Context: an optimization exercise on an open-source flow, tuned for small area, a short achievable clock period and few clock cycles. The choices shown serve that exercise and are no tape-out recipe. RTL that was checked went through simulation tests only; none was proved equivalent to the original. Function not checked in runs 1 and 2: the RTL went through the layout flow alone. Power is estimated from default activity; no workload was simulated.

`standard.sh`:
```
#!/bin/bash
# synth_recipe.tcl (not shown) runs the flow's synth.tcl, then flattens the netlist and writes it again
# the make line also repeats each setting of config.mk as NAME=value (left out here)
make -C /OpenROAD-flow-scripts/flow DESIGN_CONFIG=/design/flow/config.mk WORK_HOME=/design/flow/orfs CLKGATE_MAP_FILE= SYNTH_SCRIPT=/design/flow/synth_recipe.tcl "${@:-finish}"
```
`flow/run.sh`:
```
#!/bin/bash
# Standard layout, with plain buffers (buf_2) instead of delay cells on the ports.
set -euo pipefail
export BUFFER_PORTS_ARGS="-buffer_cell sky130_fd_sc_hd__buf_2"
bash standard.sh > standard.log 2>&1
```
`constraint.sdc`:
```
create_clock -name core_clock -period 5.0 [get_ports {clk}]
set_input_delay 1.0000 -clock core_clock [delete_from_list [all_inputs] [get_ports {clk}]]
set_output_delay 1.0000 -clock core_clock [all_outputs]
set_load 0.01 [all_outputs]
```
`config.mk`:
```
export PLATFORM = sky130hd
export DESIGN_NAME = cpu_top
export DESIGN_NICKNAME = cpu_top
export VERILOG_FILES = /design/flow/design.v
export SDC_FILE = /design/flow/constraint.sdc
export NUM_CORES = 4
export LEC_CHECK = 0
export ABC_CLOCK_PERIOD_IN_PS = 2000
export CAP_MARGIN = 20
export CORE_MARGIN = 2
export CORE_UTILIZATION = 40
export CTS_CLUSTER_DIAMETER = 100
export CTS_CLUSTER_SIZE = 24
export SETUP_SLACK_MARGIN = 2.5
export SLEW_MARGIN = 20
```
`design.v`:
```
module accumulator (
    input wire clk,            
    input wire rst,            
    input wire ld_ac,          
    input wire [7:0] data_in,  
    output reg [7:0] acc_out   
);
    always @(posedge clk or posedge rst) begin
        if (rst)
            acc_out <= 8'h00;
        else if (ld_ac)
            acc_out <= data_in;
    end
endmodule
module address_mux (
    input wire dbg,
    input wire [4:0] pc,
    input wire [4:0] dbg_addr,
    output wire [4:0] faddr
);
    assign faddr = dbg ? dbg_addr : pc;
endmodule
module alu (
    input wire [7:0] in_a,        
    input wire [7:0] in_b,        
    input wire [2:0] opcode,
    output reg [7:0] alu_out
);
    always @(*) begin
        case (opcode)
            3'd2: alu_out = in_a + in_b;    
            3'd3: alu_out = in_a & in_b;    
            3'd4: alu_out = in_a ^ in_b;    
            default: alu_out = in_b;        
        endcase
    end
endmodule
module controller (
    input wire clk,
    input wire rst,
    input wire [2:0] opcode,       
    input wire [4:0] operand,
    input wire [7:0] acc_next,
    input wire [7:0] acc,
    input wire [4:0] pc,
    input wire [4:0] sto_addr,     
    output reg [2:0] eop,          
    output reg halt,               
    output wire load0,             
    output wire ld_ac,             
    output wire wr,                
    output wire is_jmp,            
    output reg dbg_sel,            
    output wire fwd_r,             
    output wire fwd_e,             
    output wire fwd_o,             
    output wire r_sto              
);
    localparam [2:0]
        HLT = 3'd0, SKZ = 3'd1, ADD = 3'd2, AND = 3'd3,
        XOR = 3'd4, LDA = 3'd5, STO = 3'd6, NOP = 3'd7;
    reg run, ld, accz;
    reg e_ld, e_sto, e_skz;
    wire valid = run | ld;
    assign load0 = rst | ~valid;
    assign ld_ac = e_ld;
    assign wr    = e_sto;
    wire   annul = e_skz & accz;                  
    wire   r_ok  = valid & ~annul & ~halt;        
    assign is_jmp  = r_ok & (opcode == NOP);
    assign r_sto   = r_ok & (opcode == STO);
    assign fwd_r = r_sto & (pc == operand);
    assign fwd_e = wr & (pc == sto_addr);
    assign fwd_o = wr & (operand == sto_addr);
    always @(posedge clk or posedge rst) begin
        if (rst) begin
            run   <= 1'b0;
            halt  <= 1'b0;
            e_ld  <= 1'b0;
            e_sto <= 1'b0;
            e_skz <= 1'b0;
        end else begin
            run   <= 1'b1;
            if (!halt) begin
                halt  <= r_ok & (opcode == HLT);
                e_ld  <= r_ok & (opcode == ADD || opcode == AND ||
                                 opcode == XOR || opcode == LDA);
                e_sto <= r_ok & (opcode == STO);
                e_skz <= r_ok & (opcode == SKZ);
            end
        end
    end
    always @(posedge clk) begin
        ld   <= load0;
        dbg_sel <= ~load0 & (halt | (r_ok & (opcode == HLT)));
        accz <= load0 | (acc_next == 8'h00);
        eop <= opcode;
    end
endmodule
module instruction_reg (
    input wire clk,
    input wire load0,
    input wire prog_fwd,         
    input wire [7:0] prog_data,
    input wire [7:0] mem0,
    input wire fwd_r,
    input wire [7:0] acc_next,
    input wire fwd_e,
    input wire [7:0] acc,
    input wire [7:0] fdata,
    input wire jmp,              
    input wire r_sto,
    input wire fwd_o,
    input wire [7:0] odata,
    output reg [7:0] ir,
    output reg [7:0] opr
);
    wire s_load = load0;
    wire s_acc  = ~load0 & (jmp ? fwd_o : (fwd_r | fwd_e));
    wire s_odat = ~load0 & jmp & ~fwd_o;
    wire s_fdat = ~load0 & ~jmp & ~fwd_r & ~fwd_e;
    wire [7:0] ldata = prog_fwd ? prog_data : mem0;
    always @(posedge clk)
        ir <= ({8{s_load}} & ldata) | ({8{s_acc}} & acc_next) |
              ({8{s_odat}} & odata) | ({8{s_fdat}} & fdata);
    wire o_acc = ~r_sto & fwd_o;
    wire o_dat = ~r_sto & ~fwd_o;
    always @(posedge clk)
        opr <= ({8{r_sto}} & {3'b000, ir[4:0]}) | ({8{o_acc}} & acc) |
               ({8{o_dat}} & odata);
endmodule
module memory (
    input wire clk,
    input wire wr,
    input wire [4:0] waddr,
    input wire [7:0] wdata,
    input wire prog_we,
    input wire [4:0] prog_addr,
    input wire [7:0] prog_data,
    input wire [4:0] faddr,
    output wire [7:0] fdata,
    input wire [4:0] oaddr,
    output wire [7:0] odata,
    output wire [7:0] mem0
);
    reg [7:0] mem [0:31];
    always @(posedge clk) begin
        if (prog_we)
            mem[prog_addr] <= prog_data;
        else if (wr)
            mem[waddr] <= wdata;
    end
    assign fdata = mem[faddr];
    assign odata = mem[oaddr];
    assign mem0  = mem[0];
endmodule
module program_counter (
    input wire clk,
    input wire load0,           
    input wire jmp,
    input wire [4:0] operand,   
    output reg [4:0] pc         
);
    always @(posedge clk) begin
        if (load0)
            pc <= 5'd1;
        else
            pc <= (jmp ? operand : pc) + 5'd1;
    end
endmodule
module cpu_top (
    input wire clk,           
    input wire rst,           
    input wire prog_we,       
    input wire [4:0] prog_addr,  
    input wire [7:0] prog_data,  
    input wire [4:0] dbg_addr,   
    output wire halt,         
    output wire [7:0] accum,  
    output wire [7:0] dbg_data   
);
    wire [7:0] ir;            
    wire [4:0] pc;            
    wire [7:0] acc, acc_next, opr;
    wire [2:0] eop;           
    wire [2:0] opcode  = ir[7:5];
    wire [4:0] operand = ir[4:0];
    wire load0, ld_ac, wr, is_jmp, dbg_sel;
    wire fwd_r, fwd_e, fwd_o, r_sto;
    wire [4:0] faddr;
    wire [7:0] fdata, odata, mem0, alu_out;
    controller ctrl (
        .clk(clk), .rst(rst), .opcode(opcode), .operand(operand),
        .acc_next(acc_next), .acc(acc), .pc(pc), .sto_addr(opr[4:0]),
        .eop(eop), .halt(halt), .load0(load0), .ld_ac(ld_ac),
        .wr(wr), .is_jmp(is_jmp), .dbg_sel(dbg_sel),
        .fwd_r(fwd_r), .fwd_e(fwd_e), .fwd_o(fwd_o), .r_sto(r_sto)
    );
    address_mux amux (
        .dbg(dbg_sel), .pc(pc), .dbg_addr(dbg_addr), .faddr(faddr)
    );
    program_counter pcr (
        .clk(clk), .load0(load0), .jmp(is_jmp), .operand(operand),
        .pc(pc)
    );
    memory mem (
        .clk(clk), .wr(wr), .waddr(opr[4:0]), .wdata(acc),
        .prog_we(prog_we), .prog_addr(prog_addr), .prog_data(prog_data),
        .faddr(faddr), .fdata(fdata), .oaddr(operand), .odata(odata),
        .mem0(mem0)
    );
    instruction_reg irr (
        .clk(clk), .load0(load0), .prog_fwd(prog_we && prog_addr == 5'd0),
        .prog_data(prog_data), .mem0(mem0),
        .fwd_r(fwd_r), .acc_next(acc_next), .fwd_e(fwd_e), .acc(acc),
        .fdata(fdata), .jmp(is_jmp), .r_sto(r_sto), .fwd_o(fwd_o), .odata(odata),
        .ir(ir), .opr(opr)
    );
    alu alu_inst (
        .in_a(acc), .in_b(opr), .opcode(eop), .alu_out(alu_out)
    );
    assign acc_next = ld_ac ? alu_out : acc;
    accumulator accr (
        .clk(clk), .rst(rst), .ld_ac(ld_ac), .data_in(alu_out), .acc_out(acc)
    );
    assign accum = acc;
    reg [7:0] dbg_q;
    always @(posedge clk)
        dbg_q <= fdata;
    assign dbg_data = dbg_q;
endmodule
```
==> out/metrics.yaml, run 1 <==
status: "finished clean"
fin_setup_tns_ns: 0
critPathMaxStageDelay_ns: 0.42
antenna_found_initial: 1
power_frac_seq: 0.460
pin_count: 38
die_area_um2: 39520
r2r_end: "irr.ir[0]"
drt_iter0_drc: 1267
critPathKind: "input port to flop"
htreeDepth: 1
worstHoldPathType: "flop to flop"
syn_nets: 1093
cts_tree: "done"
power_frac_clock: 0.207
ys_ff_latch: 304
wl_per_cell_um: 29.08
crit_required_ns: 5.42
die_w_um: 198.8
synthFlopType: "edfxtp_1"
slew_viol_final: 0
core-area_um2: 37490
grt_pass1_vias: 9863
via_per_inst: 6.236
comb_power_share: 0.333
port_buffers: 37
grt_pass1_wl_um: 69140
track_usage: 0.2454
final_util: 0.4768
postRouteAntennaNets: 0
gp_congestion: 0.9474
synth_edf_count: 256
crit_end: "irr.ir[0]"
p_per_area_nw_per_um2: 395.3
insertion_delay_ns: 0.53
ys_seq_area_frac: 0.5741
r2r_slack_ns: 2.41
finalHoldViolCount: 0
crit_buf_inv: 1
slowest_stage: "mux4_2"
vias: 10351
p_sw_frac: 0.3434
finalNetCount: 1170
maxCapViolations: 0
reg2regPathDepth: 8
root_buffer: "clkbuf_16"
start_util: 0.4048
cp_top_family: "multiplexers"
critPathCaptureType: "flop"
p_int_w: 0.004639
startpoint: "dbg_addr[1]"
finalCritPeriodShare: 0.5309
cts.path.max_buffers: 3
p_sw_w: 0.002427
path_cells: "buf_12 -> mux2_8 -> mux4_2 -> and2_1 -> a211oi_2 -> a31oi_1 -> mux2_4 -> a221o_1"
cts.clk_slew.worst_paths_ns: 0.11
routed_wl_um: 48280
hold_depth: 0
ys_async_sr_fraction: 0.04276
fin_worst_skew_ns: 0.02838
worst_pin_slew_ns: 1.022
netlist_area_um2: 15180
cp.depth: 8
finalCriticalPeriod_ns: 2.654
ys_warn_count: 7
drcViolationCount: 0
gr-total-overflow: 0
num_rows: 71
arrival_ns: 3.08
num_antenna_cells: 0
syn_inst: 1062
fmax_ghz: 0.3767
cts_sinks: 304
synth.avg_cell_area_um2: 14.29
syn_to_final_growth_pct: 17.78
vdd_ir_drop_max_mv: 0.1923
crit_path_start_kind: "input port"
nFillCells: 3294
dp_hpwl_um: 31590
relSlewSlack: 0.3161
drive_gt1_frac: 0.3211
p_leak_nw: 6.008
yosysUniqueCellTypes: 71
critical_path.max_fanout: 6
rsz0062_at_grt: "yes"
drt_first_pass_iters: 6
die_h_um: 198.8
setup_viol: 0
cts_made_buffers: 16
timing.rr.start: "ctrl.dbg_sel"
grt_max_degree: 33
==> cell type report <==
class | count | area, um2 | area share
Sequential cell | 304 | 8743 | 0.4891
Inverter | 15 | 60.06 | 0.003360
Multi-Input combinational cell | 678 | 6725 | 0.3762
Clock inverter | 2 | 11.26 | 0.0006299
Clock buffer | 26 | 459.2 | 0.02569
Tap cell | 511 | 639.4 | 0.03577
Timing Repair Buffer | 124 | 1237 | 0.06922
==> worst min-delay path by stage <==
stage / start / endpoint / slack [ns]
2_1_floorplan: irr.ir[5] / ctrl.eop[0] / 0.37
3_3_place_gp: irr.ir[6] / ctrl.eop[1] / 0.42
3_5_place_dp: irr.ir[6] / ctrl.eop[1] / 0.42
4_1_cts: irr.ir[6] / ctrl.eop[1] / 0.43
5_1_grt: irr.ir[6] / ctrl.eop[1] / 0.44
6_report: irr.ir[6] / ctrl.eop[1] / 0.44
==> flip-flops by register name, indices dropped and copies added, names as in the netlist <==
| name | cells |
|---|---|
| mem.mem | 256 |
| accr.acc_out | 8 |
| dbg_q | 8 |
| irr.ir | 8 |
| irr.opr | 8 |
| pcr.pc | 5 |
| ctrl.eop | 3 |
| ctrl.accz | 1 |
| ctrl.dbg_sel | 1 |
| ctrl.e_ld | 1 |
| ctrl.e_skz | 1 |
| ctrl.e_sto | 1 |
| ctrl.halt | 1 |
| ctrl.ld | 1 |
| ctrl.run | 1 |
==> worst reg2reg max path, stage by stage, from the launching register on <==
cell	delay, ns
dfxtp_4	0.45
mux2i_4	0.37
buf_12	0.20
mux4_2	0.29
and2_1	0.18
a211oi_2	0.30
a31oi_1	0.09
mux2_4	0.30
a221o_1	0.32
==> synthesized netlist by cell type (all sizes together) (14+ instances only) <==
library cell | number | area share
clkbuf | 39 | 0.0099
nand3 | 30 | 0.0099
edfxtp | 256 | 0.51
buf | 31 | 0.012
a221oi | 14 | 0.0081
mux2 | 19 | 0.014
a21oi | 19 | 0.0063
nor3 | 14 | 0.0049
mux2i | 71 | 0.047
a22oi | 28 | 0.014
o21ai | 27 | 0.0089
a31oi | 17 | 0.0070
nor2 | 72 | 0.018
xor2 | 14 | 0.0081
dfxtp | 35 | 0.046
mux4 | 104 | 0.16
nand2 | 105 | 0.026
==> power by group through the flow <==
stage | logic (W) | registers [W] | clock network (W)
after floorplan | 0.00139 | 0.00315 | 0
after global placement | 0.00191 | 0.00332 | 0
after detailed placement | 0.00192 | 0.00332 | 0
after CTS | 0.00221 | 0.00324 | 0.00147
after global routing | 0.00250 | 0.00327 | 0.00156
final | 0.00235 | 0.00325 | 0.00146
==> per-stage QoR <==
stage               instance area [um2]  hold WS [ns]  total power (W)  instances  setup slack, ns
floorplan                         15260        0.3696         0.004541       1062            2.149
global placement                  16080        0.4165         0.005233       1579            1.156
detailed placement                16080        0.4184         0.005241       1579            1.166
CTS                               17370        0.4319         0.006920       1643            2.365
global route                      17880        0.4418         0.007321       1660            2.307
finish                            17880        0.4416         0.007066       1660            2.346
==> what timing repair did <==
action	in CTS	in global routing
cloned	7	2
gates resized for setup	81	60
hold endpoints to repair	0	0
setup endpoints to repair	170	199
buffers inserted	29	15
pin swaps	15	30
hold buffers	0	0
==> cells in the final DEF (no fill, tap or decap), types with 10 or more instances in the layout <==
| master | count |
|---|---|
| a22oi_1 | 19 |
| buf_2 | 36 |
| o211ai_1 | 10 |
| nor2b_1 | 12 |
| edfxtp_1 | 256 |
| dfxtp_1 | 25 |
| dfrtp_1 | 11 |
| inv_1 | 12 |
| clkbuf_16 | 19 |
| nor2_1 | 49 |
| nor2_4 | 17 |
| mux2_2 | 13 |
| mux4_2 | 101 |
| buf_12 | 18 |
| mux2i_1 | 66 |
| nand2_1 | 102 |
| nand3_1 | 30 |
| a31oi_1 | 14 |
| o21ai_0 | 17 |
| buf_4 | 53 |
| xnor2_1 | 10 |
| xor2_1 | 14 |
| a21oi_1 | 18 |
==> metal layers <==
metal	vias to the layer above	global-route usage	wire length, um
li1	4372	-	-
met1	5298	0.3326	19130
met2	574	0.3862	22300
met3	105	0.05019	4515
met4	2	0.1017	2324
met5	-	0.008940	13
==> kinds of logic after synthesis <==
logic type | synth area share
xor+xnor | 0.01385
mux | 0.2165
other cells | 0.0002471
simple gates | 0.08533
compound gates | 0.07552
buf+inv | 0.02572
fa+ha+maj | 0.008739
flops | 0.5741
==> inputs of run 2 (changes only) <==
--- a/design.v
+++ b/design.v
@@ -50,7 +50,7 @@
     output wire ld_ac,             
     output wire wr,                
     output wire is_jmp,            
-    output reg dbg_sel,            
+    output wire dbg_sel,           
     output wire fwd_r,             
     output wire fwd_e,             
     output wire fwd_o,             
@@ -59,16 +59,17 @@
     localparam [2:0]
         HLT = 3'd0, SKZ = 3'd1, ADD = 3'd2, AND = 3'd3,
         XOR = 3'd4, LDA = 3'd5, STO = 3'd6, NOP = 3'd7;
-    reg run, ld, accz;
+    reg run, ld;
     reg e_ld, e_sto, e_skz;
     wire valid = run | ld;
     assign load0 = rst | ~valid;
     assign ld_ac = e_ld;
     assign wr    = e_sto;
-    wire   annul = e_skz & accz;                  
+    wire   annul = e_skz & (acc == 8'h00);        
     wire   r_ok  = valid & ~annul & ~halt;        
     assign is_jmp  = r_ok & (opcode == NOP);
     assign r_sto   = r_ok & (opcode == STO);
+    assign dbg_sel = halt;
     assign fwd_r = r_sto & (pc == operand);
     assign fwd_e = wr & (pc == sto_addr);
     assign fwd_o = wr & (operand == sto_addr);
@@ -92,8 +93,6 @@
     end
     always @(posedge clk) begin
         ld   <= load0;
-        dbg_sel <= ~load0 & (halt | (r_ok & (opcode == HLT)));
-        accz <= load0 | (acc_next == 8'h00);
         eop <= opcode;
     end
 endmodule
@@ -150,8 +149,18 @@
         else if (wr)
             mem[waddr] <= wdata;
     end
-    assign fdata = mem[faddr];
-    assign odata = mem[oaddr];
+    reg [7:0] f_or, o_or;
+    integer i;
+    always @(*) begin
+        f_or = 8'h00;
+        o_or = 8'h00;
+        for (i = 0; i < 32; i = i + 1) begin
+            f_or = f_or | ({8{faddr == i}} & mem[i]);
+            o_or = o_or | ({8{oaddr == i}} & mem[i]);
+        end
+    end
+    assign fdata = f_or;
+    assign odata = o_or;
     assign mem0  = mem[0];
 endmodule
 module program_counter (
==> run 2 against run 1 <==
  * Total power fell by 1.2%
  * Combinational power fell by 6%
  * Cell area rose by 8.6%
  * Highest routed layer is now met4
  * Critical path type unchanged
==> out/metrics.yaml, run 2 <==
finalCriticalPeriod_ns: 2.982  # +0.3281 ns
cts_tree: "done"
synth-compound-area-share: 0.1858  # +0.1103
critPathCaptureType: "flop"
synthAdderAreaFrac: 0.008737  # about the same
synth-xor-area-share: 0.01269  # -0.001157
post-place-ws_ns: 1.029  # -0.1370 ns
crit_required_ns: 5.45  # +0.03 ns
synth-simple-area-share: 0.1618  # +0.07646
synthFlopType: "edfxtp_1"
finalHoldViolCount: 0  # unchanged
fin_setup_tns_ns: 0  # unchanged
synth_edf_count: 256  # unchanged
syn_nets: 1316  # +20%
cts.clk_slew.worst_paths_ns: 0.10  # about the same
critPathKind: "input port to flop"
slew_viol_final: 0  # unchanged
top_register: "mem.mem"
die_h_um: 198.8  # about the same
netlist_area_um2: 15180  # about the same
relSlewSlack: 0.1733  # -0.1428
vdd_ir_drop_max_mv: 0.2180  # +13%
ys_warn_count: 7  # unchanged
yosysUniqueCellTypes: 81  # +14%
die_w_um: 198.8  # about the same
reg2regPathDepth: 9  # +1
arrival_ns: 3.43  # +0.35 ns
fmax_ghz: 0.3353  # -11%
synth_mux_area_frac: 0.01995  # -0.1965
drt_first_pass_iters: 7  # +1
port_buffers: 37  # unchanged
final_common_cell: "edfxtp_1"
ys_top_cells_by_area: "edfxtp_1 (51%), dfxtp_1 (4.4%), a22oi_1 (3.1%)"
drive_gt1_frac: 0.3512  # +0.03003
synthTopCellsByCount: "edfxtp_1 (256), nor2_1 (96), nand3_1 (76), clkbuf_1 (65), a22oi_1 (62)"
wl_per_cell_um: 41.93  # +44%
synth_top_area_cell: "edfxtp_1"
ys_ff_latch: 302  # -0.66%
antenna_found_initial: 4  # +3
ys_async_sr_fraction: 0.04305  # +0.0002832
grt_max_degree: 41  # +24%
finalNetCount: 1458  # +25%
root_buffer: "clkbuf_16"
vias: 14303  # +38%
synth_top_area_frac: 0.5064  # about the same
crit_path_start_kind: "input port"
setup_ws_ns: 2.018  # -0.3281 ns
start_util: 0.4049  # about the same
grt_pass1_wl_um: 109300  # +58%
synth_top_family_by_area: "compound AO/OA/AOI/OAI gates"
r2r_slack_ns: 2.03  # -0.38 ns
rsz0062_at_grt: "yes"
p_leak_nw: 6.791  # +13%
syn_inst: 1285  # +21%
gr-total-overflow: 0  # unchanged
fin_worst_skew_ns: 0.01535  # -0.01302 ns
cts_sinks: 302  # -0.66%
drt_iter0_drc: 2530  # +100%
cts_made_buffers: 17  # +1
final_util: 0.5180  # +0.04119
grt_pass1_vias: 13441  # +36%
worst_pin_slew_ns: 1.236  # +0.2142 ns
pin_count: 38  # unchanged
postRouteAntennaNets: 0  # unchanged
track_usage: 0.4086  # +0.1631
final_cell_mix: "edfxtp_1 (256), buf_4 (130), nand3_1 (70)"
cts.path.max_buffers: 3  # unchanged
dp_hpwl_um: 57040  # +81%
status: "finished clean"
maxCapViolations: 0  # unchanged
finalCritPeriodShare: 0.5965  # +0.06561
syn_to_final_growth_pct: 27.92
largest_reg_flops: 256  # unchanged
yosysMostFrequentCell: "edfxtp_1"
ys_seq_area_frac: 0.5713  # -0.002779
p_per_area_nw_per_um2: 359.5  # -9.1%
htreeDepth: 1  # unchanged
whs_ns: 0.4752  # +0.03362 ns
hold_depth: 0  # unchanged
gp_congestion: 1.084  # +14%
holdBufCountCts: 0  # unchanged
num_rows: 71  # unchanged
routed_wl_um: 81810  # +69%
critical_path.max_fanout: 12  # +6
worstHoldPathType: "flop to flop"
via_per_inst: 7.331  # +18%
synth.avg_cell_area_um2: 11.81  # -17%
core-area_um2: 37490  # unchanged
insertion_delay_ns: 0.55  # +0.02 ns
die_area_um2: 39530  # about the same
setup_viol: 0  # unchanged
drcViolationCount: 0  # unchanged
run 2: cell count changes in the layout (fill, tap and decap cells not counted), moves of 27 or more:
| cell | delta |
|---|---|
| a32oi_1 | +35 |
| mux4_2 | -101 |
| and3_1 | +48 |
| buf_4 | +77 |
| mux2i_1 | -50 |
| o221ai_1 | +27 |
| a22oi_1 | +33 |
| nand2_1 | -80 |
| nand3_1 | +40 |
run 2: worst paths after layout:
kind	from	endpoint
setup reg to reg	ctrl.halt	irr.ir[5]
hold / removal	irr.ir[7]	ctrl.eop[2]
setup / recovery	dbg_addr[0]	irr.ir[5]
max in group asynchronous	rst	ctrl.e_sto
hold reg to reg	irr.ir[7]	ctrl.eop[2]
min in group asynchronous	rst	accr.acc_out[7]
run 2: per-stage QoR:
stage          std cells  area, um2  total power, W
4_1_cts             1911      18620        0.006745
3_3_place_gp        1774      16210        0.004905
6_report            1951      19420        0.006981
5_1_grt             1950      19420        0.007152
3_5_place_dp        1774      16210        0.004904
2_1_floorplan       1285      15550        0.004188
run 2: layer usage:
layer  GRT usage  vias to the layer above  part of all wire
li1            -                     5518                 -
met1      0.5248                     7168              0.37
met2      0.5965                     1227              0.42
met3      0.1055                      390              0.12
met4      0.2980                        0             0.096
met5           0                        -                 0
run 2: final cells by class:
| type | instances | area, um2 |
|---|---|---|
| Tap cell | 511 | 639.4 |
| Fill cell | 3306 | 18070 |
| Clock inverter | 6 | 52.55 |
| Multi-Input combinational cell | 851 | 7206 |
| Clock buffer | 24 | 451.7 |
| Sequential cell | 302 | 8710 |
| Inverter | 27 | 101.3 |
| Antenna cell | 2 | 5.005 |
| Timing Repair Buffer | 228 | 2255 |
run 2: cell families after synthesis:
kind of cell | after synthesis
and+or+nand+nor | 430
AOI/OAI and AO/OA | 357
DFF | 302
buffers and inverters | 134
muxes | 29
xor gates and xnor gates | 22
adders and majority gates | 10
other | 1
run 2: worst max-delay path: stages:
cell	delay [ns]
buf_2	0.22
and3b_1	0.23
or2_4	0.36
and2_4	0.26
a22oi_1	0.21
nand4_1	0.21
or4_4	0.61
a221o_1	0.31
run 2: what timing repair did:
| action | in CTS | in global routing |
|---|---|---|
| pin swaps | 58 | 55 |
| resized for setup | 220 | 80 |
| gates cloned | 4 | 1 |
| endpoints found under the setup margin | 265 | 174 |
| setup buffers | 103 | 37 |
run 2: where the power goes:
| group | internal (W) | total, W | switching (W) |
|---|---|---|---|
| combinational | 0.000863 | 0.00222 | 0.00135 |
| sequential | 0.00294 | 0.00322 | 0.000279 |
| clock | 0.000658 | 0.00154 | 0.000883 |
==> inputs of run 3 (changes only) <==
--- a/design.v
+++ b/design.v
@@ -23,14 +23,14 @@
 module alu (
     input wire [7:0] in_a,        
     input wire [7:0] in_b,        
-    input wire [2:0] opcode,
+    input wire [1:0] opcode,      
     output reg [7:0] alu_out
 );
     always @(*) begin
         case (opcode)
-            3'd2: alu_out = in_a + in_b;    
-            3'd3: alu_out = in_a & in_b;    
-            3'd4: alu_out = in_a ^ in_b;    
+            2'd2: alu_out = in_a + in_b;    
+            2'd3: alu_out = in_a & in_b;    
+            2'd0: alu_out = in_a ^ in_b;    
             default: alu_out = in_b;        
         endcase
     end
@@ -40,11 +40,10 @@
     input wire rst,
     input wire [2:0] opcode,       
     input wire [4:0] operand,
-    input wire [7:0] acc_next,
     input wire [7:0] acc,
     input wire [4:0] pc,
     input wire [4:0] sto_addr,     
-    output reg [2:0] eop,          
+    output reg [1:0] eop,          
     output reg halt,               
     output wire load0,             
     output wire ld_ac,             
@@ -93,7 +92,7 @@
     end
     always @(posedge clk) begin
         ld   <= load0;
-        eop <= opcode;
+        eop <= opcode[1:0];
     end
 endmodule
 module instruction_reg (
@@ -149,18 +148,8 @@
         else if (wr)
             mem[waddr] <= wdata;
     end
-    reg [7:0] f_or, o_or;
-    integer i;
-    always @(*) begin
-        f_or = 8'h00;
-        o_or = 8'h00;
-        for (i = 0; i < 32; i = i + 1) begin
-            f_or = f_or | ({8{faddr == i}} & mem[i]);
-            o_or = o_or | ({8{oaddr == i}} & mem[i]);
-        end
-    end
-    assign fdata = f_or;
-    assign odata = o_or;
+    assign fdata = mem[faddr];
+    assign odata = mem[oaddr];
     assign mem0  = mem[0];
 endmodule
 module program_counter (
@@ -191,7 +180,7 @@
     wire [7:0] ir;            
     wire [4:0] pc;            
     wire [7:0] acc, acc_next, opr;
-    wire [2:0] eop;           
+    wire [1:0] eop;           
     wire [2:0] opcode  = ir[7:5];
     wire [4:0] operand = ir[4:0];
     wire load0, ld_ac, wr, is_jmp, dbg_sel;
@@ -200,7 +189,7 @@
     wire [7:0] fdata, odata, mem0, alu_out;
     controller ctrl (
         .clk(clk), .rst(rst), .opcode(opcode), .operand(operand),
-        .acc_next(acc_next), .acc(acc), .pc(pc), .sto_addr(opr[4:0]),
+        .acc(acc), .pc(pc), .sto_addr(opr[4:0]),
         .eop(eop), .halt(halt), .load0(load0), .ld_ac(ld_ac),
         .wr(wr), .is_jmp(is_jmp), .dbg_sel(dbg_sel),
         .fwd_r(fwd_r), .fwd_e(fwd_e), .fwd_o(fwd_o), .r_sto(r_sto)
@@ -233,8 +222,5 @@
         .clk(clk), .rst(rst), .ld_ac(ld_ac), .data_in(alu_out), .acc_out(acc)
     );
     assign accum = acc;
-    reg [7:0] dbg_q;
-    always @(posedge clk)
-        dbg_q <= fdata;
-    assign dbg_data = dbg_q;
-endmodule
+    assign dbg_data = ir;
+endmodule
--- a/config.mk
+++ b/config.mk
@@ -11,5 +11,6 @@
 export CORE_UTILIZATION = 40
 export CTS_CLUSTER_DIAMETER = 100
 export CTS_CLUSTER_SIZE = 24
+export GPL_ROUTABILITY_DRIVEN = 0
 export SETUP_SLACK_MARGIN = 2.5
 export SLEW_MARGIN = 20
==> run 3 against run 2 <==
  * Die area down 2.9%
  * Area after synthesis down 3.0%
  * Clock skew up 0.0058 ns
  * Critical path depth down 1
  * Combinational power down 9.5%
  * Global-route usage down 19 points
  * Sequential share of layout area up 5.7 points
  * Non-clock buffer count down 130
  * Cell area down 13%
==> out/metrics.yaml, run 3 <==
status: "finished clean"
syn_inst: 920  # -28%
nFillCells: 3118  # -5.7%
cts_tree: "done"
postRouteAntennaNets: 0  # unchanged
ys_top_cells_by_area: "edfxtp_1 (52%), mux4_2 (20%), mux2i_1 (4.6%)"
timing.rr.start: "irr.ir[0]"
drive_gt1_frac: 0.3574  # +0.006178
critPathKind: "input port to flop"
num_rows: 70  # -1.4%
finalCritPeriodShare: 0.5133  # -0.08317
dp_hpwl_um: 27290  # -52%
die_area_um2: 38370  # -2.9%
dpl-instance-area_um2: 15520  # -4.3%
synth_edf_count: 256  # unchanged
slew_viol_final: 0  # unchanged
wl_per_cell_um: 29.50  # -30%
cts.path.max_buffers: 3  # unchanged
fin_setup_tns_ns: 0  # unchanged
port_buffers: 37  # unchanged
drt_iter0_drc: 971  # -62%
min-delay-start: "irr.ir[5]"
final_util: 0.4621  # -0.05597
antenna_found_initial: 0  # -4
start_util: 0.4043  # -0.0006880
relSlewSlack: 0.3534  # +0.1801
grt_max_degree: 35  # -15%
gr-total-overflow: 0  # unchanged
drcViolationCount: 0  # unchanged
setup_viol: 0  # unchanged
ys_ff_latch: 293  # -3.0%
vias: 9112  # -36%
crit_required_ns: 5.16  # -0.29 ns
core-area_um2: 36430  # -2.8%
synth.avg_cell_area_um2: 16.01  # +36%
p_per_area_nw_per_um2: 387.2  # +7.7%
ys_async_sr_fraction: 0.04437  # +0.001322
worst_pin_slew_ns: 0.9662  # -0.2699 ns
path_cells: "buf_2 -> inv_1 -> nand2_1 -> buf_4 -> mux2i_4 -> nand2_1 -> nor2_2"
htreeDepth: 1  # unchanged
slowest_stage: "nor2_2"
die_w_um: 195.9  # -1.5%
cp_common_cell: "nand2_1"
maxCapViolations: 0  # unchanged
root_buffer: "clkbuf_16"
critical_path.max_fanout: 23  # +11
startpoint: "prog_we"
holdBufCountCts: 0  # unchanged
ys_seq_area_frac: 0.5766  # +0.005288
design_area_um2: 16830  # -13%
crit_buf_inv: 3  # +2
cp_top_family: "simple AND/OR/NAND/NOR gates"
ys_warn_count: 6  # -1
grt_pass1_wl_um: 61770  # -43%
arrival_ns: 2.73  # -0.70 ns
r2r_slack_ns: 2.49  # +0.46 ns
top_register: "mem.mem"
rsz0062_at_grt: "yes"
largest_reg_flops: 256  # unchanged
drt_first_pass_iters: 6  # -1
final_common_cell: "edfxtp_1"
yosysMostFrequentCell: "edfxtp_1"
critPathMaxStageDelay_ns: 0.47  # -0.14 ns
syn_to_final_growth_pct: 14.30
synthFlopType: "edfxtp_1"
routed_wl_um: 42860  # -48%
vdd_ir_drop_max_mv: 0.1850  # -15%
synth_top_area_cell: "edfxtp_1"
netlist_area_um2: 14730  # -3.0%
fmax_ghz: 0.3896  # +16%
yosysUniqueCellTypes: 64  # -21%
fin_worst_skew_ns: 0.02116  # +0.005810 ns
cts_made_buffers: 16  # -1
track_usage: 0.2218  # -0.1868
synthTopCellsByCount: "edfxtp_1 (256), mux4_2 (132), nand2_1 (87), mux2i_1 (68), nor2_1 (54)"
pin_count: 38  # unchanged
synth_top_area_frac: 0.5219  # +0.01553
die_h_um: 195.9  # -1.5%
finalHoldViolCount: 0  # unchanged
finalNetCount: 1010  # -31%
finalCriticalPeriod_ns: 2.567  # -0.4159 ns
p_leak_nw: 5.633  # -17%
num_antenna_cells: 0  # -2
cts_sinks: 293  # -3.0%
cts.clk_slew.worst_paths_ns: 0.10  # about the same
final_cell_mix: "edfxtp_1 (256), mux4_2 (132), nand2_1 (85)"
via_per_inst: 6.271  # -14%
grt_pass1_vias: 8910  # -34%
crit_path_start_kind: "input port"
critPathCaptureType: "flop"
insertion_delay_ns: 0.52  # -0.03 ns
worstHoldPathType: "flop to flop"
syn_nets: 951  # -28%
-- run 3: stage by stage --
| stage | worst slack (ns) | total power [W] | std cells | hold WS [ns] |
|---|---|---|---|---|
| 6_report | 2.433 | 0.006519 | 1453 | 0.4453 |
| 3_3_place_gp | 1.538 | 0.004871 | 1386 | 0.4198 |
| 4_1_cts | 2.484 | 0.006425 | 1431 | 0.4305 |
| 2_1_floorplan | 2.143 | 0.004287 | 920 | 0.4001 |
| 3_5_place_dp | 1.579 | 0.004888 | 1386 | 0.4185 |
| 5_1_grt | 2.352 | 0.006780 | 1453 | 0.4478 |
-- run 3: repair_timing --
| action | CTS | global route |
|---|---|---|
| cloned | 4 | 2 |
| setup endpoints to repair | 224 | 244 |
| gates resized for setup | 40 | 34 |
| pin swaps | 0 | 7 |
| setup buffers | 17 | 20 |
-- run 3: area by class of cell --
class | instances | area [um2] | share of cell area
flip-flops and latches | 293 | 8513 | 0.5057
multi-input cells | 548 | 6230 | 0.3700
repair buffers | 98 | 960.9 | 0.05708
well taps | 468 | 585.6 | 0.03478
clock buffers | 21 | 440.4 | 0.02616
inverters | 22 | 83.83 | 0.004980
clock inverters | 3 | 21.27 | 0.001263
-- run 3: routing by layer --
layer | vias to the layer above | GRT usage | wire length [um]
met4 | 0 | 0.07015 | 1441
met2 | 448 | 0.3473 | 19900
met5 | - | 0 | 0
met1 | 4777 | 0.3161 | 18090
li1 | 3812 | - | -
met3 | 75 | 0.04126 | 3438
-- run 3: worst reg2reg max path: cells and delay by family (launching register included) --
kind | cells | cell delay, ns
buf+inv | 2 | 0.31
flops | 1 | 0.44
compound gates | 3 | 0.64
simple gates | 1 | 0.15
mux | 2 | 0.84
-- run 3: path summary, 6_finish.rpt --
check | end | cells past startpoint
min in group asynchronous | accr.acc_out[7] | 2
min reg2reg | ctrl.eop[0] | 0
max reg2reg | irr.ir[7] | 8
min | ctrl.eop[0] | 0
max in group asynchronous | ctrl.halt | 2
max | mem.mem[18][7] | 7
-- run 3: where the power goes --
group          internal [W]  switching (W)
Combinational      0.000876        0.00113
Sequential          0.00285       0.000237
Clock              0.000632       0.000794
-- run 3: logic make-up after synthesis --
family / synth area share
muxes: 0.2610
xor gates and xnor gates: 0.01130
adders and majority gates: 0.009005
other: 0.0002546
buffers and inverters: 0.02608
AOI/OAI and AO/OA: 0.05012
DFF: 0.5766
and+or+nand+nor: 0.06558
Testbench counts of run 3, summed over its fixed seeds: cycles 33,875.
==> inputs of run 4 (changes only) <==
--- a/config.mk
+++ b/config.mk
@@ -11,6 +11,5 @@
 export CORE_UTILIZATION = 40
 export CTS_CLUSTER_DIAMETER = 100
 export CTS_CLUSTER_SIZE = 24
-export GPL_ROUTABILITY_DRIVEN = 0
 export SETUP_SLACK_MARGIN = 2.5
 export SLEW_MARGIN = 20
==> run 4 against run 3 <==
  * Still clean
  * Final cell count unchanged
  * Non-clock buffer count is the same
  * Via count unchanged
  * Combinational power about the same
  * Critical path type unchanged
  * Largest cell class unchanged
==> out/metrics.yaml, run 4 <==
crit_path_start_kind: "input port"
syn_to_final_growth_pct: 14.30  # unchanged
track_usage: 0.2218  # unchanged
synth_mux_area_frac: 0.2610  # unchanged
fin_worst_skew_ns: 0.02116  # unchanged
timing.rr.start: "irr.ir[0]"
final_common_cell: "edfxtp_1"
die_w_um: 195.9  # unchanged
status: "finished clean"
power_frac_seq: 0.473  # about the same
wl_per_cell_um: 29.50  # unchanged
critPathKind: "input port to flop"
worstHoldPathType: "flop to flop"
port_buffers: 37  # unchanged
drive_gt1_frac: 0.3574  # unchanged
ys_async_sr_fraction: 0.04437  # unchanged
grt_max_degree: 35  # unchanged
setup_viol: 0  # unchanged
ys_top_cells_by_area: "edfxtp_1 (52%), mux4_2 (20%), mux2i_1 (4.6%)"
startpoint: "prog_we"
finalHoldViolCount: 0  # unchanged
cts_sinks: 293  # unchanged
final_cell_mix: "edfxtp_1 (256), mux4_2 (132), nand2_1 (85)"
cts_made_buffers: 16  # unchanged
synth-xor-area-share: 0.01130  # unchanged
slew_viol_final: 0  # unchanged
vdd_ir_drop_max_mv: 0.1850  # unchanged
routed_wl_um: 42860  # unchanged
drt_first_pass_iters: 6  # unchanged
antenna_found_initial: 0  # unchanged
critical_path.max_fanout: 23  # unchanged
crit_required_ns: 5.16  # about the same
fin_setup_tns_ns: 0  # unchanged
synth_top_family_by_area: "multiplexers"
p_leak_nw: 5.633  # unchanged
gp_congestion: 0.8646
arrival_ns: 2.73  # about the same
synth_top_area_frac: 0.5219  # unchanged
grt_pass1_vias: 8910  # unchanged
num_rows: 70  # unchanged
cts.clk_slew.worst_paths_ns: 0.10  # about the same
vias: 9112  # unchanged
holdBufCountCts: 0  # unchanged
htreeDepth: 1  # unchanged
die_h_um: 195.9  # unchanged
comb_power_share: 0.308  # about the same
dpl-instance-area_um2: 15520  # unchanged
pin_count: 38  # unchanged
min-delay-start: "irr.ir[5]"
p_int_w: 0.004354  # unchanged
yosysUniqueCellTypes: 64  # unchanged
synth_top_area_cell: "edfxtp_1"
die_area_um2: 38370  # unchanged
drcViolationCount: 0  # unchanged
start_util: 0.4043  # unchanged
largest_reg_flops: 256  # unchanged
dp_hpwl_um: 27290  # unchanged
gr-total-overflow: 0  # unchanged
synthFlopType: "edfxtp_1"
yosysMostFrequentCell: "edfxtp_1"
core-area_um2: 36430  # unchanged
synth-compound-area-share: 0.05012  # unchanged
cts.path.max_buffers: 3  # unchanged
fmax_ghz: 0.3896  # unchanged
critPathCaptureType: "flop"
p_sw_frac: 0.3321  # unchanged
synthAdderAreaFrac: 0.009004  # unchanged
relSlewSlack: 0.3534  # unchanged
maxCapViolations: 0  # unchanged
power_frac_clock: 0.219  # about the same
grt_pass1_wl_um: 61770  # unchanged
top_register: "mem.mem"
p_sw_w: 0.002165  # unchanged
cts_tree: "done"
finalCriticalPeriod_ns: 2.567  # unchanged
ys_ff_latch: 293  # unchanged
drt_iter0_drc: 971  # unchanged
p_per_area_nw_per_um2: 387.2  # unchanged
insertion_delay_ns: 0.52  # about the same
via_per_inst: 6.271  # unchanged
syn_nets: 951  # unchanged
synth.avg_cell_area_um2: 16.01  # unchanged
num_antenna_cells: 0  # unchanged
synthTopCellsByCount: "edfxtp_1 (256), mux4_2 (132), nand2_1 (87), mux2i_1 (68), nor2_1 (54)"
design_area_um2: 16830  # unchanged
synth-simple-area-share: 0.06558  # unchanged
finalNetCount: 1010  # unchanged
root_buffer: "clkbuf_16"
rsz0062_at_grt: "yes"
worst_pin_slew_ns: 0.9662  # unchanged
postRouteAntennaNets: 0  # unchanged
ys_warn_count: 6  # unchanged
finalCritPeriodShare: 0.5133  # unchanged
ys_seq_area_frac: 0.5766  # unchanged
syn_inst: 920  # unchanged
synth_edf_count: 256  # unchanged
netlist_area_um2: 14730  # unchanged
==> run 4: power groups by stage <==
stage	Combinational (W)	Clock [W]	Sequential, W
floorplan	0.00127	0	0.00301
global placement	0.00168	0	0.00319
detailed placement	0.00170	0	0.00319
CTS	0.00190	0.00145	0.00308
global route	0.00214	0.00153	0.00310
finish	0.00201	0.00143	0.00308
==> run 4: worst paths after layout <==
kind                                   end  slack, ns  cells past startpoint
setup reg to reg                 irr.ir[7]       2.49                      8
setup / recovery            mem.mem[18][7]       2.43                      7
hold / removal                 ctrl.eop[0]       0.45                      0
min in group asynchronous  accr.acc_out[7]       0.54                      2
hold reg to reg                ctrl.eop[0]       0.45                      0
max in group asynchronous        ctrl.halt       4.04                      2
==> run 4: layout make-up <==
class	instances	area, um2
inverters	22	83.83
flip-flops and latches	293	8513
well taps	468	585.6
clock buffers	21	440.4
repair buffers	98	960.9
fillers	3118	19600
clock inverters	3	21.27
multi-input cells	548	6230
==> run 4: per-layer routing <==
layer	wire, um	GRT usage	vias up
met2	19900	0.3473	448
met4	1441	0.07015	0
met1	18090	0.3161	4777
met3	3438	0.04126	75
li1	-	-	3812
met5	0	0	-
==> run 4: stage by stage <==
step	cells	worst slack [ns]	hold slack [ns]	total power, W	util
floorplan	920	2.143	0.4001	0.004287	-
global placement	1386	1.538	0.4198	0.004871	0.4259
detailed placement	1386	1.579	0.4185	0.004888	0.4259
CTS	1431	2.484	0.4305	0.006425	0.4515
global route	1453	2.352	0.4478	0.006780	0.4621
finish	1453	2.433	0.4453	0.006519	0.4621
==> run 4: cell families (layout without fill, tap and decap cells) <==
| kind of cell | Yosys count | count (layout) |
|---|---|---|
| buffers and inverters | 79 | 144 |
| other | 1 | 1 |
| adder cells (fa/ha/maj) | 10 | 10 |
| XOR/XNOR | 19 | 19 |
| AO/OA/AOI/OAI | 99 | 99 |
| flip-flops | 293 | 293 |
| multiplexers | 215 | 215 |
| AND/OR/NAND/NOR | 204 | 204 |
==> run 4: critical path, stage by stage <==
cell	delay (ns)
buf_2	0.14
inv_1	0.10
nand2_1	0.07
buf_4	0.33
mux2i_4	0.41
nand2_1	0.21
nor2_2	0.47
==> run 4: what timing repair did <==
item                       in CTS  in global routing
resized for setup              40                 34
gates cloned                    4                  2
pin swaps                       0                  7
buffers inserted               17                 20
setup endpoints to repair     224                244
==> inputs of run 5 (changes only) <==
--- a/config.mk
+++ b/config.mk
@@ -11,5 +11,5 @@
 export CORE_UTILIZATION = 40
 export CTS_CLUSTER_DIAMETER = 100
 export CTS_CLUSTER_SIZE = 24
-export SETUP_SLACK_MARGIN = 2.5
+export SETUP_SLACK_MARGIN = 2.7
 export SLEW_MARGIN = 20
==> run 5 against run 4 <==
  * Die area unchanged
  * Total power grew 5.8%
  * Via count up 4.1%
  * Sequential power barely moved
  * Final cell count up 2.9%
  * Clock skew is 0.0042 ns lower
  * Worst setup slack better by 0.15 ns
  * Clock power up 4%
  * First-iteration DRC count grew 19%
  * Global-route usage increased by 0.84 points
  * Synthesized cell count unchanged
  * Fmax up 6.1%
  * Critical path type is now flop to flop
  * Largest power group unchanged
  * Highest routed layer unchanged
==> out/metrics.yaml, run 5 <==
p_leak_nw: 5.969  # +6.0%
cts.clk_slew.worst_paths_ns: 0.10  # about the same
grt_pass1_vias: 9061  # +1.7%
netlist_area_um2: 14730  # unchanged
holdBufCountCts: 0  # unchanged
die_w_um: 195.9  # unchanged
start_util: 0.4043  # unchanged
gr-total-overflow: 0  # unchanged
finalHoldViolCount: 0  # unchanged
final_cell_mix: "edfxtp_1 (256), mux4_2 (132), nand2_1 (70)"
ys_ff_latch: 293  # unchanged
ys_top_cells_by_area: "edfxtp_1 (52%), mux4_2 (20%), mux2i_1 (4.6%)"
largest_reg_flops: 256  # unchanged
die_area_um2: 38370  # unchanged
crit_path_start_kind: "flop"
cts_tree: "done"
track_usage: 0.2302  # +0.008417
vdd_ir_drop_max_mv: 0.1977  # +6.9%
htreeDepth: 1  # unchanged
cts_sinks: 293  # unchanged
num_antenna_cells: 0  # unchanged
top_register: "mem.mem"
fin_worst_skew_ns: 0.01699  # -0.004179 ns
crit_buf_inv: 3  # unchanged
insertion_delay_ns: 0.52  # about the same
ys_seq_area_frac: 0.5766  # unchanged
yosysUniqueCellTypes: 64  # unchanged
cts_made_buffers: 16  # unchanged
p_per_area_nw_per_um2: 388.4  # +0.29%
synthTopCellsByCount: "edfxtp_1 (256), mux4_2 (132), nand2_1 (87), mux2i_1 (68), nor2_1 (54)"
drive_gt1_frac: 0.4284  # +0.07107
syn_nets: 951  # unchanged
postRouteAntennaNets: 0  # unchanged
core-area_um2: 36430  # unchanged
grt_pass1_wl_um: 63840  # +3.4%
cts.path.max_buffers: 3  # unchanged
vias: 9484  # +4.1%
antenna_found_initial: 0  # unchanged
critPathKind: "flop to flop"
worstHoldPathType: "flop to flop"
slew_viol_final: 0  # unchanged
setup_viol: 0  # unchanged
final_util: 0.4873  # +0.02527
finalCriticalPeriod_ns: 2.418  # -0.1487 ns
finalCritPeriodShare: 0.4836  # -0.02973
synth_top_area_frac: 0.5219  # unchanged
synth.avg_cell_area_um2: 16.01  # unchanged
pin_count: 38  # unchanged
synth_top_area_cell: "edfxtp_1"
finalNetCount: 1052  # +4.2%
dp_hpwl_um: 27850  # +2.0%
status: "finished clean"
num_rows: 70  # unchanged
fin_setup_tns_ns: 0  # unchanged
synth_edf_count: 256  # unchanged
synthFlopType: "edfxtp_1"
fmax_ghz: 0.4136  # +6.1%
wl_per_cell_um: 30.20  # +2.4%
via_per_inst: 6.344  # +1.2%
drt_first_pass_iters: 5  # -1
relSlewSlack: 0.3057  # -0.04778
final_common_cell: "edfxtp_1"
root_buffer: "clkbuf_16"
drcViolationCount: 0  # unchanged
yosysMostFrequentCell: "edfxtp_1"
port_buffers: 37  # unchanged
grt_max_degree: 65  # +86%
worst_pin_slew_ns: 1.041  # +0.07518 ns
rsz0062_at_grt: "yes"
syn_to_final_growth_pct: 20.55
drt_iter0_drc: 1153  # +19%
critPathCaptureType: "flop"
cp_top_family: "multiplexers"
path_cells: "mux2i_4 -> buf_12 -> buf_16 -> buf_12 -> mux4_2 -> nand2_1 -> nand3_1 -> o2111ai_1 -> o2111ai_1"
ys_async_sr_fraction: 0.04437  # unchanged
ys_warn_count: 6  # unchanged
critPathMaxStageDelay_ns: 0.53  # +0.06 ns
routed_wl_um: 45150  # +5.3%
syn_inst: 920  # unchanged
crit_required_ns: 5.40  # +0.24 ns
slowest_stage: "mux4_2"
arrival_ns: 2.82  # +0.09 ns
maxCapViolations: 0  # unchanged
critical_path.max_fanout: 9  # -61%
die_h_um: 195.9  # unchanged
gp_congestion: 0.8697  # +0.59%
-- run 5: final timing paths --
check	slack (ns)	start	endpoint	depth (start not counted)
max in group asynchronous	3.98	rst	ctrl.halt	2
min reg2reg	0.45	irr.ir[5]	ctrl.eop[0]	0
max	2.58	ctrl.halt	irr.ir[5]	9
min in group asynchronous	0.56	rst	ctrl.run	2
max reg2reg	2.58	ctrl.halt	irr.ir[5]	9
min	0.45	irr.ir[5]	ctrl.eop[0]	0
-- run 5: area by class of cell --
cell class | count | area [um2]
fill | 3040 | 18680
sequential | 293 | 8521
multi-input combinational | 550 | 6565
timing repair buffer | 138 | 1510
tap | 468 | 585.6
clock buffer | 21 | 440.4
inverter | 22 | 86.33
clock inverter | 3 | 47.55
-- run 5: cell families (layout without fill, tap and decap cells) --
logic type                 after synthesis  in the layout  share of synthesized area
AOI/OAI and AO/OA                       99            101                    0.05012
other                                    1              1                  0.0002546
DFF                                    293            293                     0.5766
xor gates and xnor gates                19             19                    0.01130
adders and majority gates               10             10                   0.009005
muxes                                  215            215                     0.2610
buffers and inverters                   79            184                    0.02608
and+or+nand+nor                        204            204                    0.06558
-- run 5: repair_timing --
action,in CTS,in global routing
resized for setup,83,51
endpoints found under the setup margin,541,220
buffers inserted,41,35
pin swaps,9,17
gates cloned,6,3
-- run 5: per-stage QoR --
step | total power, W | hold slack (ns) | cell area, um2 | std cells | setup WS, ns
floorplan | 0.004324 | 0.4001 | 15000 | 920 | 2.410
global placement | 0.004915 | 0.4331 | 15660 | 1385 | 1.538
detailed placement | 0.004936 | 0.4208 | 15660 | 1385 | 1.538
CTS | 0.006668 | 0.4341 | 17100 | 1456 | 2.591
global route | 0.007136 | 0.4407 | 17760 | 1495 | 2.495
finish | 0.006896 | 0.4479 | 17760 | 1495 | 2.582
-- run 5: power breakdown --
group          switching [W]  total, W  internal, W
sequential          0.000237   0.00309      0.00285
combinational        0.00128   0.00232      0.00104
clock               0.000804   0.00149     0.000684
total                0.00232   0.00690      0.00458
-- run 5: routing by layer --
layer  vias up  track usage  part of all wire
li1       3903            -                 -
met1      4954       0.3356              0.41
met2       543       0.3549              0.46
met3        84      0.03610             0.091
met4         0      0.07744             0.038
met5         -            0                 0
==> inputs of run 6 (changes only) <==
==> run.sh (new file) <==
#!/bin/bash
# synth_recipe.tcl (not shown) runs the flow's synth.tcl, then flattens the netlist and writes it again
# the make line also repeats each setting of config.mk as NAME=value (left out here)
make -C /OpenROAD-flow-scripts/flow DESIGN_CONFIG=/design/flow/config.mk WORK_HOME=/design/flow/orfs CLKGATE_MAP_FILE= SYNTH_SCRIPT=/design/flow/synth_recipe.tcl finish
--- a/config.mk
+++ b/config.mk
@@ -11,5 +11,5 @@
 export CORE_UTILIZATION = 40
 export CTS_CLUSTER_DIAMETER = 100
 export CTS_CLUSTER_SIZE = 24
-export SETUP_SLACK_MARGIN = 2.7
+export SETUP_SLACK_MARGIN = 2.5
 export SLEW_MARGIN = 20
removed: flow/run.sh
removed: standard.sh
==> run 6 against run 5 <==
  * Sequential share of layout area increased by 0.70 points
  * Register-to-register slack got worse by 0.05 ns
  * Via count decreased by 1.6%
  * Sequential power decreased by 2%
  * Fmax decreased by 4.1%
  * Non-clock buffer count decreased by 6
  * Wire length decreased by 1.6%
  * Cell area decreased by 1.3%
  * First-iteration DRC count decreased by 11%
==> out/metrics.yaml, run 6 <==
htreeDepth: 1  # unchanged
final_cell_mix: "edfxtp_1 (256), mux4_2 (132), nand2_1 (78)"
fin_setup_tns_ns: 0  # unchanged
antenna_found_initial: 0  # unchanged
grt_max_degree: 33  # -49%
crit_required_ns: 5.21  # -0.19 ns
ys_top_cells_by_area: "edfxtp_1 (52%), mux4_2 (20%), mux2i_1 (4.6%)"
postRouteAntennaNets: 0  # unchanged
slew_viol_final: 0  # unchanged
arrival_ns: 2.73  # -0.09 ns
dpl-instance-area_um2: 15830  # +1.1%
setup_viol: 0  # unchanged
die_w_um: 195.9  # unchanged
syn_inst: 920  # unchanged
power.total_w: 0.006746  # -2.2%
ys_seq_area_frac: 0.5766  # unchanged
syn_nets: 951  # unchanged
worstHoldPathType: "flop to flop"
grt_pass1_wl_um: 63860  # about the same
top_register: "mem.mem"
gp_congestion: 0.8311  # -4.4%
critPathCaptureType: "flop"
r2r_slack_ns: 2.53  # -0.05 ns
die_h_um: 195.9  # unchanged
synthFlopType: "edfxtp_1"
p_leak_nw: 5.931  # -0.63%
drive_gt1_frac: 0.3572  # -0.07122
design_area_um2: 17530  # -1.3%
finalNetCount: 1044  # -0.76%
finalHoldViolCount: 0  # unchanged
vdd_ir_drop_max_mv: 0.1984  # +0.38%
synthTopCellsByCount: "edfxtp_1 (256), mux4_2 (132), nand2_1 (87), mux2i_1 (68), nor2_1 (54)"
num_antenna_cells: 0  # unchanged
synth_top_area_frac: 0.5219  # unchanged
dp_hpwl_um: 29200  # +4.8%
relSlewSlack: 0.4315  # +0.1258
reg2regPathDepth: 9  # unchanged
die_area_um2: 38370  # unchanged
top_layer_used: "met4"
track_usage: 0.2312  # +0.001004
synth_top_area_cell: "edfxtp_1"
cts_tree: "done"
startpoint: "prog_addr[2]"
num_rows: 70  # unchanged
syn_to_final_growth_pct: 19.00
routed_wl_um: 44420  # -1.6%
port_buffers: 37  # unchanged
synth_edf_count: 256  # unchanged
ys_ff_latch: 293  # unchanged
crit_path_start_kind: "input port"
fin_worst_skew_ns: 0.02519  # +0.008210 ns
wl_met1_um: 18430  # -1.2%
p_per_area_nw_per_um2: 384.9  # -0.90%
grt_pass1_vias: 9030  # -0.34%
start_util: 0.4043  # unchanged
dr_wl_met2_um: 20510  # -0.75%
critPathKind: "input port to flop"
placed_cells: 1400  # +1.1%
wl_per_cell_um: 29.87  # -1.1%
drt_iter0_drc: 1021  # -11%
ys_warn_count: 6  # unchanged
rsz0062_at_grt: "yes"
drcViolationCount: 0  # unchanged
drt_first_pass_iters: 5  # unchanged
cts.clk_slew.worst_paths_ns: 0.11  # about the same
gr-total-overflow: 0  # unchanged
via_per_inst: 6.276  # -1.1%
largest_reg_flops: 256  # unchanged
synth.avg_cell_area_um2: 16.01  # unchanged
whs_ns: 0.4229  # -0.02499 ns
cts.path.max_buffers: 3  # unchanged
root_buffer: "clkbuf_16"
finalCritPeriodShare: 0.5040  # +0.02043
insertion_delay_ns: 0.53  # about the same
yosysMostFrequentCell: "edfxtp_1"
maxCapViolations: 0  # unchanged
worst_pin_slew_ns: 0.8528  # -0.1886 ns
critical_path.max_fanout: 8  # -1
finalCriticalPeriod_ns: 2.520  # +0.1021 ns
timing.rr.start: "ctrl.halt"
wl_met3_um: 3751  # -8.8%
r2r_end: "irr.ir[4]"
fmax_ghz: 0.3968  # -4.1%
ys_async_sr_fraction: 0.04437  # unchanged
cts_made_buffers: 16  # unchanged
core-area_um2: 36430  # unchanged
cts_sinks: 293  # unchanged
pin_count: 38  # unchanged
yosysUniqueCellTypes: 64  # unchanged
vias: 9333  # -1.6%
crit_end: "mem.mem[26][1]"
holdBufCountCts: 0  # unchanged
netlist_area_um2: 14730  # unchanged
status: "finished clean"
final_common_cell: "edfxtp_1"
fin_cells: 1487  # -0.54%
==> run 6: cell types whose count changed in the layout (fill, tap and decap cells not counted), moves of 5 or more <==
| cell | delta |
|---|---|
| nand2_1 | +8 |
| mux2i_1 | +9 |
| dlygate4sd2_1 | +7 |
| nor2_4 | -9 |
| nor2_2 | +7 |
| buf_2 | -36 |
| mux2i_2 | -5 |
| buf_16 | -5 |
| clkdlybuf4s50_1 | +24 |
| nand2_2 | -6 |
==> run 6: cell families (layout without fill, tap and decap cells) <==
| kind of cell | after synthesis | after routing | synth area share |
|---|---|---|---|
| flops | 293 | 293 | 0.5766 |
| mux | 215 | 215 | 0.2610 |
| simple gates | 204 | 204 | 0.06558 |
| compound gates | 99 | 99 | 0.05012 |
| buf+inv | 79 | 178 | 0.02608 |
| xor+xnor | 19 | 19 | 0.01130 |
| fa+ha+maj | 10 | 10 | 0.009005 |
| other cells | 1 | 1 | 0.0002546 |
==> run 6: final cells by class <==
class / count / area (um2)
timing repair buffer: 132 / 1556
fill: 3064 / 18910
inverter: 22 / 91.34
sequential: 293 / 8534
clock buffer: 22 / 444.2
multi-input combinational: 548 / 6295
clock inverter: 2 / 21.27
tap: 468 / 585.6
==> run 6: power by group <==
| part | switching (W) | internal, W |
|---|---|---|
| clock | 0.000792 | 0.000635 |
| sequential | 0.000191 | 0.00285 |
| combinational | 0.00125 | 0.00103 |
==> run 6: per-stage QoR <==
stage | setup WS [ns] | util
4_1_cts | 2.492 | 0.4735
6_report | 2.480 | 0.4811
5_1_grt | 2.443 | 0.4811
2_1_floorplan | 2.143 | -
3_5_place_dp | 1.019 | 0.4344
3_3_place_gp | 1.079 | 0.4339
==> run 6: critical path, stage by stage <==
cell             delay (ns)
clkdlybuf4s50_1        0.51
nand3b_1               0.21
o21ai_1                0.29
nand2_1                0.36
nor2_4                 0.35
==> run 6: routing by layer <==
| layer | global-route usage | vias to the layer above |
|---|---|---|
| li1 | - | 3892 |
| met1 | 0.3321 | 4853 |
| met2 | 0.3642 | 507 |
| met3 | 0.03404 | 81 |
| met4 | 0.07744 | 0 |
| met5 | 0 | - |
==> run 6: how the worst min path moves through the flow <==
stage | cells past startpoint | slack (ns) | endpoint | start
2_1_floorplan | 0 | 0.40 | ctrl.eop[0] | irr.ir[5]
3_3_place_gp | 0 | 0.44 | ctrl.eop[0] | irr.ir[5]
3_5_place_dp | 0 | 0.43 | ctrl.eop[0] | irr.ir[5]
4_1_cts | 0 | 0.42 | ctrl.eop[0] | irr.ir[5]
5_1_grt | 0 | 0.42 | ctrl.eop[0] | irr.ir[5]
6_report | 0 | 0.42 | ctrl.eop[0] | irr.ir[5]
==> run 6: repair_timing <==
item                                    4_1_cts  5_1_grt
gates cloned                                  4        1
resized for setup                            95       36
pin swaps                                     4       14
endpoints found under the setup margin      489      143
buffers inserted                             49        9

-- port drivers added, routing unchanged --
How much do the figures lean on ideal ports? The routed layouts below were timed once more, with nothing changed but the port constraints. Step 1: set_driving_cell puts a clkbuf_16 on clk and a buf_2 on each other input, an assumption about the parent block. Step 2 also shifts input and output timing later by t, the mid clock arrival at the registers, as if the neighbouring blocks saw the same clock. a / b / c = no drivers / after step 1 / after step 2; a / b = the first two.
run	t, ns	slack for setup (ns)	worst setup path after step 2	clock arrival spread, ns	cell pins on the clock port's net
run 1	0.562	2.346 / 2.346 / 1.783	input to register	0.029 / 0.029	1
run 2	0.601	2.018 / 2.034 / 1.452	input to register	0.021 / 0.021	1
run 3	0.560	2.433 / 2.457 / 1.897	input to register	0.024 / 0.025	1
run 4	0.560	2.433 / 2.457 / 1.897	input to register	0.024 / 0.025	1
run 5	0.566	2.582 / 2.582 / 2.068	input to register	0.018 / 0.018	1
run 6	0.567	2.480 / 2.484 / 1.942	input to register	0.025 / 0.026	1
After both steps every run listed still meets setup and hold. For run 2, which loses most, drivers alone change the setup slack by +0.016 ns; drivers and shift together by -0.566 ns.
